Background: an optimization exercise with open tools, aiming at small area and a short achievable clock period. Do not read the settings as production practice.
The RTL was checked by simulation tests, not by an equivalence proof against the original design.

===== flow/constraint.sdc =====
create_clock -name core_clock -period 17.0 [get_ports {i_clk}]
set_input_delay 3.4000 -clock core_clock [delete_from_list [all_inputs] [get_ports {i_clk}]]
set_output_delay 3.4000 -clock core_clock [all_outputs]
set_load 0.01 [all_outputs]

===== flow/design.v =====
module hdc1080_readings_to_ascii(
    i_clk, i_srst,
    i_display_temp, i_display_humid,
    i_hygro_op_mode, i_hygro_display_mode,
    o_txt_ascii_line1, o_txt_ascii_line2);
input wire i_clk;
input wire i_srst;
input wire [15:0] i_display_temp;
input wire [15:0] i_display_humid;
input wire [0:0] i_hygro_op_mode;
input wire [2:0] i_hygro_display_mode;
output reg [(16*8-1):0] o_txt_ascii_line1;
output reg [(16*8-1):0] o_txt_ascii_line2;
localparam [0:0] OP_NONE = 0;
localparam [0:0] OP_POLL_HYGRO = 1;
localparam [2:0] DISP_NONE = 0;
localparam [2:0] DISP_BOTH_CELCIUS = 1;
localparam [2:0] DISP_BOTH_FARH = 2;
localparam [2:0] DISP_ONLY_TEMP_C = 3;
localparam [2:0] DISP_ONLY_TEMP_F = 4;
localparam [2:0] DISP_ONLY_HUMID = 5;
localparam [2:0] DISP_UNKNOWN_A = 6;
localparam [2:0] DISP_UNKNOWN_B = 7;
function automatic [7:0] ascii_of_hdigit(input [3:0] bchex_val);
	begin
		if (bchex_val < 10) ascii_of_hdigit = 8'h30 + {4'h0, bchex_val};
		else ascii_of_hdigit = 8'h37 + {4'h0, bchex_val};
	end
endfunction
integer s_temperature_c;
integer s_temperature_f;
integer s_humidity_p;
wire [15:0] s_val_tempc_m2;
wire [15:0] s_val_tempc_m1;
wire [15:0] s_val_tempc_m0;
wire [15:0] s_val_tempc_f0;
wire [15:0] s_val_tempc_f1;
wire [15:0] s_val_tempf_m2;
wire [15:0] s_val_tempf_m1;
wire [15:0] s_val_tempf_m0;
wire [15:0] s_val_tempf_f0;
wire [15:0] s_val_tempf_f1;
wire [15:0] s_val_humidp_m2;
wire [15:0] s_val_humidp_m1;
wire [15:0] s_val_humidp_m0;
wire [15:0] s_val_humidp_f0;
wire [15:0] s_val_humidp_f1;
wire [(16*8-1):0] s_txt_ascii_line1_no_op;
wire [(16*8-1):0] s_txt_ascii_line1_no_display;
wire [(16*8-1):0] s_txt_ascii_line1_tempc;
wire [(16*8-1):0] s_txt_ascii_line1_tempf;
wire [(16*8-1):0] s_txt_ascii_line1_blank;
wire [(16*8-1):0] s_txt_ascii_line2_no_op;
wire [(16*8-1):0] s_txt_ascii_line2_no_display;
wire [(16*8-1):0] s_txt_ascii_line2_humidp;
wire [(16*8-1):0] s_txt_ascii_line2_blank;
always @(posedge i_clk)
begin: p_calc_temp_c
    s_temperature_c <= (((i_display_temp - 16384) * 125) >> 9);
end
assign s_val_tempc_m2 = (s_temperature_c / 10000) % 10;
assign s_val_tempc_m1 = (s_temperature_c / 1000) % 10;
assign s_val_tempc_m0 = (s_temperature_c / 100) % 10;
assign s_val_tempc_f0 = (s_temperature_c / 10) % 10;
assign s_val_tempc_f1 = (s_temperature_c / 1) % 10;
assign s_txt_ascii_line1_tempc = {
    8'h54, 8'h65, 8'h6D, 8'h70, 8'h20, 8'h3A, 8'h20,
    (s_val_tempc_m2[3-:4] == 4'h0) ? 8'h20 : ascii_of_hdigit(s_val_tempc_m2[3-:4]),
    ((s_val_tempc_m2[3-:4] == 4'h0) && (s_val_tempc_m1[3-:4] == 4'h0)) ? 8'h20 : ascii_of_hdigit(s_val_tempc_m1[3-:4]),
    ascii_of_hdigit(s_val_tempc_m0[3-:4]),
    8'h2E,
    ascii_of_hdigit(s_val_tempc_f0[3-:4]),
    ascii_of_hdigit(s_val_tempc_f1[3-:4]),
    8'h30, 8'h30, 8'h43
    };
always @(posedge i_clk)
begin: p_calc_temp_f
    s_temperature_f <= ((225 * i_display_temp) >> 9) - 4000;
end
assign s_val_tempf_m2 = (s_temperature_f / 10000) % 10;
assign s_val_tempf_m1 = (s_temperature_f / 1000) % 10;
assign s_val_tempf_m0 = (s_temperature_f / 100) % 10;
assign s_val_tempf_f0 = (s_temperature_f / 10) % 10;
assign s_val_tempf_f1 = (s_temperature_f / 1) % 10;
assign s_txt_ascii_line1_tempf = {
    8'h54, 8'h65, 8'h6D, 8'h70, 8'h20, 8'h3A, 8'h20,
    (s_val_tempf_m2[3-:4] == 4'h0) ? 8'h20 : ascii_of_hdigit(s_val_tempf_m2[3-:4]),
    ((s_val_tempf_m2[3-:4] == 4'h0) && (s_val_tempf_m1[3-:4] == 4'h0)) ? 8'h20 : ascii_of_hdigit(s_val_tempf_m1[3-:4]),
    ascii_of_hdigit(s_val_tempf_m0[3-:4]),
    8'h2E,
    ascii_of_hdigit(s_val_tempf_f0[3-:4]),
    ascii_of_hdigit(s_val_tempf_f1[3-:4]),
    8'h30, 8'h30, 8'h46
    };
assign s_txt_ascii_line1_blank = {
    8'h20, 8'h20, 8'h20, 8'h20, 8'h20, 8'h20, 8'h20, 8'h20,
    8'h20, 8'h20, 8'h20, 8'h20, 8'h20, 8'h20, 8'h20, 8'h20};
assign s_txt_ascii_line1_no_op = {
    8'h49, 8'h64, 8'h6C, 8'h65, 8'h2E,
    8'h20,
    8'h45, 8'h6E, 8'h61, 8'h62, 8'h6C, 8'h65,
    8'h20, 8'h20, 8'h20, 8'h20
};
assign s_txt_ascii_line1_no_display = {
    8'h49, 8'h64, 8'h6C, 8'h65, 8'h2E,
    8'h20,
    8'h50, 8'h72, 8'h65, 8'h73, 8'h73,
    8'h20, 8'h20, 8'h20, 8'h20, 8'h20
};
always @(posedge i_clk)
begin: p_choose_line1
    if (i_hygro_op_mode != OP_POLL_HYGRO)
        o_txt_ascii_line1 <= s_txt_ascii_line1_no_op;
    else
        case (i_hygro_display_mode)
            DISP_BOTH_CELCIUS: o_txt_ascii_line1 <= s_txt_ascii_line1_tempc;
            DISP_ONLY_TEMP_C: o_txt_ascii_line1 <= s_txt_ascii_line1_tempc;
            DISP_BOTH_FARH: o_txt_ascii_line1 <= s_txt_ascii_line1_tempf;
            DISP_ONLY_TEMP_F: o_txt_ascii_line1 <= s_txt_ascii_line1_tempf;
            DISP_ONLY_HUMID: o_txt_ascii_line1 <= s_txt_ascii_line1_blank;
            default: o_txt_ascii_line1 <= s_txt_ascii_line1_no_display;
        endcase
end
always @(posedge i_clk)
begin: p_calc_humidp
    s_humidity_p <= ((i_display_humid * 625) >> 12);
end
assign s_val_humidp_m2 = (s_humidity_p / 10000) % 10;
assign s_val_humidp_m1 = (s_humidity_p / 1000) % 10;
assign s_val_humidp_m0 = (s_humidity_p / 100) % 10;
assign s_val_humidp_f0 = (s_humidity_p / 10) % 10;
assign s_val_humidp_f1 = (s_humidity_p / 1) % 10;
assign s_txt_ascii_line2_humidp = {
    8'h48, 8'h75, 8'h6D, 8'h69, 8'h64, 8'h3A, 8'h20,
    (s_val_humidp_m2[3-:4] == 4'h0) ? 8'h20 : ascii_of_hdigit(s_val_humidp_m2[3-:4]),
    ((s_val_humidp_m2[3-:4] == 4'h0) && (s_val_humidp_m1[3-:4] == 4'h0)) ? 8'h20 : ascii_of_hdigit(s_val_humidp_m1[3-:4]),
    ascii_of_hdigit(s_val_humidp_m0[3-:4]),
    8'h2E,
    ascii_of_hdigit(s_val_humidp_f0[3-:4]),
    ascii_of_hdigit(s_val_humidp_f1[3-:4]),
    8'h30, 8'h30, 8'h25
    };
assign s_txt_ascii_line2_blank = {
    8'h20, 8'h20, 8'h20, 8'h20, 8'h20, 8'h20, 8'h20, 8'h20,
    8'h20, 8'h20, 8'h20, 8'h20, 8'h20, 8'h20, 8'h20, 8'h20};
assign s_txt_ascii_line2_no_op = {
    8'h73, 8'h77, 8'h69, 8'h74, 8'h63, 8'h68,
    8'h20,
    8'h7A, 8'h65, 8'h72, 8'h6F, 8'h2E,
    8'h20, 8'h20, 8'h20, 8'h20};
assign s_txt_ascii_line2_no_display = {
    8'h61,
    8'h20,
    8'h62, 8'h75, 8'h74, 8'h74, 8'h6F, 8'h6E, 8'h2E,
    8'h20, 8'h20, 8'h20, 8'h20, 8'h20, 8'h20, 8'h20};
always @(posedge i_clk)
begin: p_choose_line2
    if (i_hygro_op_mode != OP_POLL_HYGRO)
        o_txt_ascii_line2 <= s_txt_ascii_line2_no_op;
    else
        case (i_hygro_display_mode)
            DISP_BOTH_CELCIUS: o_txt_ascii_line2 <= s_txt_ascii_line2_humidp;
            DISP_ONLY_TEMP_C: o_txt_ascii_line2 <= s_txt_ascii_line2_blank;
            DISP_BOTH_FARH: o_txt_ascii_line2 <= s_txt_ascii_line2_humidp;
            DISP_ONLY_TEMP_F: o_txt_ascii_line2 <= s_txt_ascii_line2_blank;
            DISP_ONLY_HUMID: o_txt_ascii_line2 <= s_txt_ascii_line2_humidp;
            default: o_txt_ascii_line2 <= s_txt_ascii_line2_no_display;
        endcase
end
endmodule

===== flow/run.sh =====
#!/bin/bash
# synth_recipe.tcl (not shown) runs the flow's synth.tcl, then flattens the netlist and writes it again
# the make line also repeats each setting of config.mk as NAME=value (left out here)
make -C /OpenROAD-flow-scripts/flow DESIGN_CONFIG=/design/flow/config.mk WORK_HOME=/design/flow/orfs CLKGATE_MAP_FILE= SYNTH_SCRIPT=/design/flow/synth_recipe.tcl finish

===== flow/config.mk =====
export PLATFORM = sky130hd
export DESIGN_NAME = hdc1080_readings_to_ascii
export DESIGN_NICKNAME = hdc1080_readings_to_ascii
export VERILOG_FILES = /design/flow/design.v
export SDC_FILE = /design/flow/constraint.sdc
export NUM_CORES = 4
export LEC_CHECK = 0
export CAP_MARGIN = 20
export CORE_MARGIN = 2
export CORE_UTILIZATION = 40
export SLEW_MARGIN = 20

==> notes.md <==
==> layout by cell type (no fill, tap or decap), drive strengths merged, types with 66 or more instances in the layout <==
cell	Yosys	routed
a21oi	256	256
a31oi	66	66
clkdlybuf4s50	0	191
conb	2	101
dfxtp	130	130
fa	103	103
ha	241	241
inv	284	288
nand2	346	346
nand3	108	108
nor2	408	408
nor3	142	142
o21a	76	76
o21ai	323	323
xnor2	205	205
xor2	77	77
==> layer usage <==
layer,up-vias,track usage (%),routed length (um)
met1,14699,30.1,42400
li1,15516,-,-
met5,-,0,0
met4,0,5.71,1850
met2,921,34.8,40700
met3,109,2.64,4740
==> synth_stat cells (all sizes together) (40+ instances only) <==
cell and instances:
buf 242, a21o 45, nor2 408, o22ai 40
nand2 346, and2 52, nand3 108, o21a 76
dfxtp 130, a31oi 66, nor3 142, ha 241
clkbuf 157, o211ai 59, inv 284, fa 103
mux2i 62, o21ai 323, a211oi 65, xor2 77
nand2b 42, a21oi 256, xnor2 205, or2 42
==> worst min-delay path by stage <==
stage | startpoint | end | slack, ns
final | s_humidity_p[0] | o_txt_ascii_line2[24] | 0.67
after global routing | s_humidity_p[0] | o_txt_ascii_line2[24] | 0.69
after CTS | s_humidity_p[0] | o_txt_ascii_line2[24] | 0.67
after detailed placement | s_humidity_p[0] | o_txt_ascii_line2[24] | 0.66
after global placement | s_humidity_p[0] | o_txt_ascii_line2[24] | 0.65
after floorplan | s_humidity_p[0] | o_txt_ascii_line2[24] | 0.51
==> logic make-up after synthesis <==
group	synth area share [%]
compound gates	30.9
xor+xnor	8.04
fa+ha+maj	17.1
buf+inv	11.2
flops	8.32
mux	2.99
other cells	0.0240
simple gates	21.4
==> sequential cells by signal (all words and copies together), names as in the netlist <==
signal / flops
o_txt_ascii_line1: 47
o_txt_ascii_line2: 37
s_temperature_c: 16
s_temperature_f: 16
s_humidity_p: 14
==> worst max-delay path, delay by kind of cell, from the launching register on <==
kind,cells,cell delay [ns]
AOI/OAI and AO/OA,24,6.48
and+or+nand+nor,11,4.33
adders and majority gates,5,1.35
muxes,4,1.22
buffers and inverters,4,0.81
xor gates and xnor gates,1,0.69
DFF,1,0.41
==> through the flow <==
stage,util [%],hold slack (ns)
after CTS,43.3,0.671
final,43.4,0.672
after global placement,42.5,0.645
after floorplan,-,0.506
after global routing,43.4,0.692
after detailed placement,42.5,0.656
==> area by class of cell <==
class,count,share of cell area [%]
multi-input cells,3604,76.3
flip-flops and latches,130,7.75
repair buffers,250,7.01
well taps,1040,3.87
inverters,287,3.21
clock buffers,17,1.27
clock inverters,14,0.607
diodes,1,0.00745
==> impl_results.rst <==
.. list-table::
   :header-rows: 1

   * - Metric
     - Value
   * - Congestion Overflow GR
     - 0
   * - Post-synthesis cell count
     - about 4,300
   * - Slowest-stage cell, CP
     - sky130_fd_sc_hd__a21oi_1
   * - Non-filler cells in the finished layout
     - approximately 5,300
   * - Clock skew after layout
     - 0.0147 ns
   * - Area of all placed cells without fillers
     - 33,600 sq um
   * - Post-Synthesis Mean Instance Area
     - between 7 and 8 sq um
   * - Sequential cell area fraction in the yosys report
     - around 8.3%
   * - Peak per-stage delay on the critical path
     - approximately 0.8 ns
   * - Antenna viol nets, final
     - 0
   * - Data arrival time of the worst path
     - about 16 ns
   * - H-tree levels
     - 4
   * - Clock network latency to the later pin of the worst-skew pair
     - slightly below 0.5 ns
   * - EDFF count, synth
     - 0
   * - Highest Clock Rate
     - approximately 65 MHz
   * - Min-Delay Path Class
     - flop to flop
   * - Post-Syn Area
     - roughly 31,000 sq um
   * - NumNets Final
     - between 4,000 and 5,000
   * - Die area
     - a little over 80,000 sq um
   * - Max Cap Violations
     - 0
   * - Number of global-route vias before repair
     - between 20,000 and 30,000
   * - Cell variety after synth
     - around 140
   * - Core Box Area
     - 77,500 sq um
   * - Final Cycle Share
     - between 90% and 100%
   * - TNS Setup
     - 0 ns
   * - Placed cell areas
     - about 33,000 sq um
   * - Die Height
     - 284 um
   * - Register-to-register setup slack
     - around 1.6 ns
   * - Number of DRC violations after detailed-routing iteration 0
     - 2,517
   * - TritonCTS clock tree
     - done
   * - Worst Setup Path Type
     - flop to flop
   * - Multi-input combinational cell area
     - around 26,000 sq um
   * - Unrepaired setup endpoints after global routing
     - false
   * - Total of flip-flops plus latches after synthesis
     - 130
   * - Die span in x
     - between 200 and 300 um
   * - Synth-to-layout area growth
     - 7.37%
   * - Worst flop-to-flop path endpoint
     - o_txt_ascii_line1[36]
   * - Hold Path Stages
     - 2
   * - Endpoints failing hold
     - 0
   * - First drt pass iteration count
     - 6
   * - Hold-fix buffers, CTS
     - 0
   * - Dpl ws
     - 1.86 ns
   * - Number of cells upsized or downsized after cts
     - 0
   * - Initial antenna violation count
     - 2
   * - Total CTS buffers
     - 17
   * - Number of placed I/O pins
     - ~290
   * - Drt wl/cell
     - about 17 um
   * - Max-Slew Margin vs Limit
     - 28.3%
   * - Share of the synthesized area in the top cell type
     - between 9 and 10%
   * - Data required time of the critical path
     - about 17 ns
   * - Highest fanout seen on the critical path
     - 21
   * - Worst Setup End Kind
     - flop
   * - Mean number of vias per cell
     - approximately 6
   * - Worst reg2reg startpoint
     - s_temperature_f[0]
   * - Worst Tran Pin Value
     - roughly 1.1 ns
   * - Most frequent CP cell
     - sky130_fd_sc_hd__ha_1
   * - Setup crit start
     - s_temperature_f[0]
   * - Count of placed standard cells including taps
     - 5,311
   * - Number of clock sinks seen by CTS
     - between 100 and 150
   * - Cell types with the largest area share after synthesis
     - sky130_fd_sc_hd__ha_1 9.6%, sky130_fd_sc_hd__dfxtp_1 8.3%, sky130_fd_sc_hd__fa_1 6.6%
   * - Type of element launching the critical path
     - flop
   * - Crit path setup slack, layout
     - roughly 1.6 ns
   * - Final setup fails
     - 0
   * - Row Count
     - around 100
   * - Run status
     - no timing/DRC/antenna violations
   * - Cell at the root of the clock tree
     - sky130_fd_sc_hd__clkbuf_16
   * - Final weighted congestion in routability-driven placement
     - approximately 0.9
   * - Endpoint of the worst setup timing path
     - o_txt_ascii_line1[36]
   * - Sequential cell area
     - about 2600 sq um
   * - Count of buffers from port buffering
     - about 190
   * - Wire length of the first global-routing pass
     - 147 mm
   * - Clock slew at reported path FFs
     - around 0.07 ns
   * - Register-to-Register Path Depth
     - 49
   * - Synth warnings
     - 1
   * - Post-CTS setup buffer count
     - 0
   * - Prevailing post-synth register cell
     - sky130_fd_sc_hd__dfxtp_1
   * - DRC violations left
     - 0
   * - Estimated wirelength of the detail-placed design
     - roughly 69 mm
   * - Initial Util
     - 40.4%
   * - Global-route usage over all layers
     - a little over a fifth
   * - Total wirelength of the detailed-routed design
     - around 90 mm
   * - Post-synthesis cell type with the largest combined area
     - sky130_fd_sc_hd__ha_1
   * - Proportion of layout cells with a drive suffix above 1
     - slightly above 6%
   * - Clock period minus final worst setup slack
     - between 15 and 20 ns
   * - Buffer depth of the longest clock path
     - 2
   * - Number of fillers in the final layout
     - 8,030
   * - Largest net degree at the start of global routing
     - ~60
   * - Asr flop ratio synth
     - 0%
   * - Final slew viol count
     - 0
   * - Detailed-route via count
     - about 31,000

-- static timing again, ports no longer ideal --
No port has a modelled driver above. Below, the same layout with a new extraction and two added sets of constraints. Step 1 sets driving cells, clkbuf_16 on the clock port and buf_2 on the other inputs (assumed; they add their load-dependent delay and slew). Step 2 adds t to the input delays and takes it off the output delays; t is the mean of the earliest and latest rising clock arrival at the registers after step 1. Input paths then give back, and output paths get back, about the clock's delay inside the block. Slacks: ideal / step 1 / step 2; pairs: ideal / step 1.
shift t [ns]: 0.541
setup WS [ns]: 1.565 / 1.565 / 1.565
clock arrival spread, ns: 0.014 / 0.014
slew at the worst register clock pin (ns): 0.07 / 0.07
After both steps setup and hold are still met in this run. For this run, drivers alone change the setup slack by 0.000 ns; drivers and shift together by 0.000 ns.
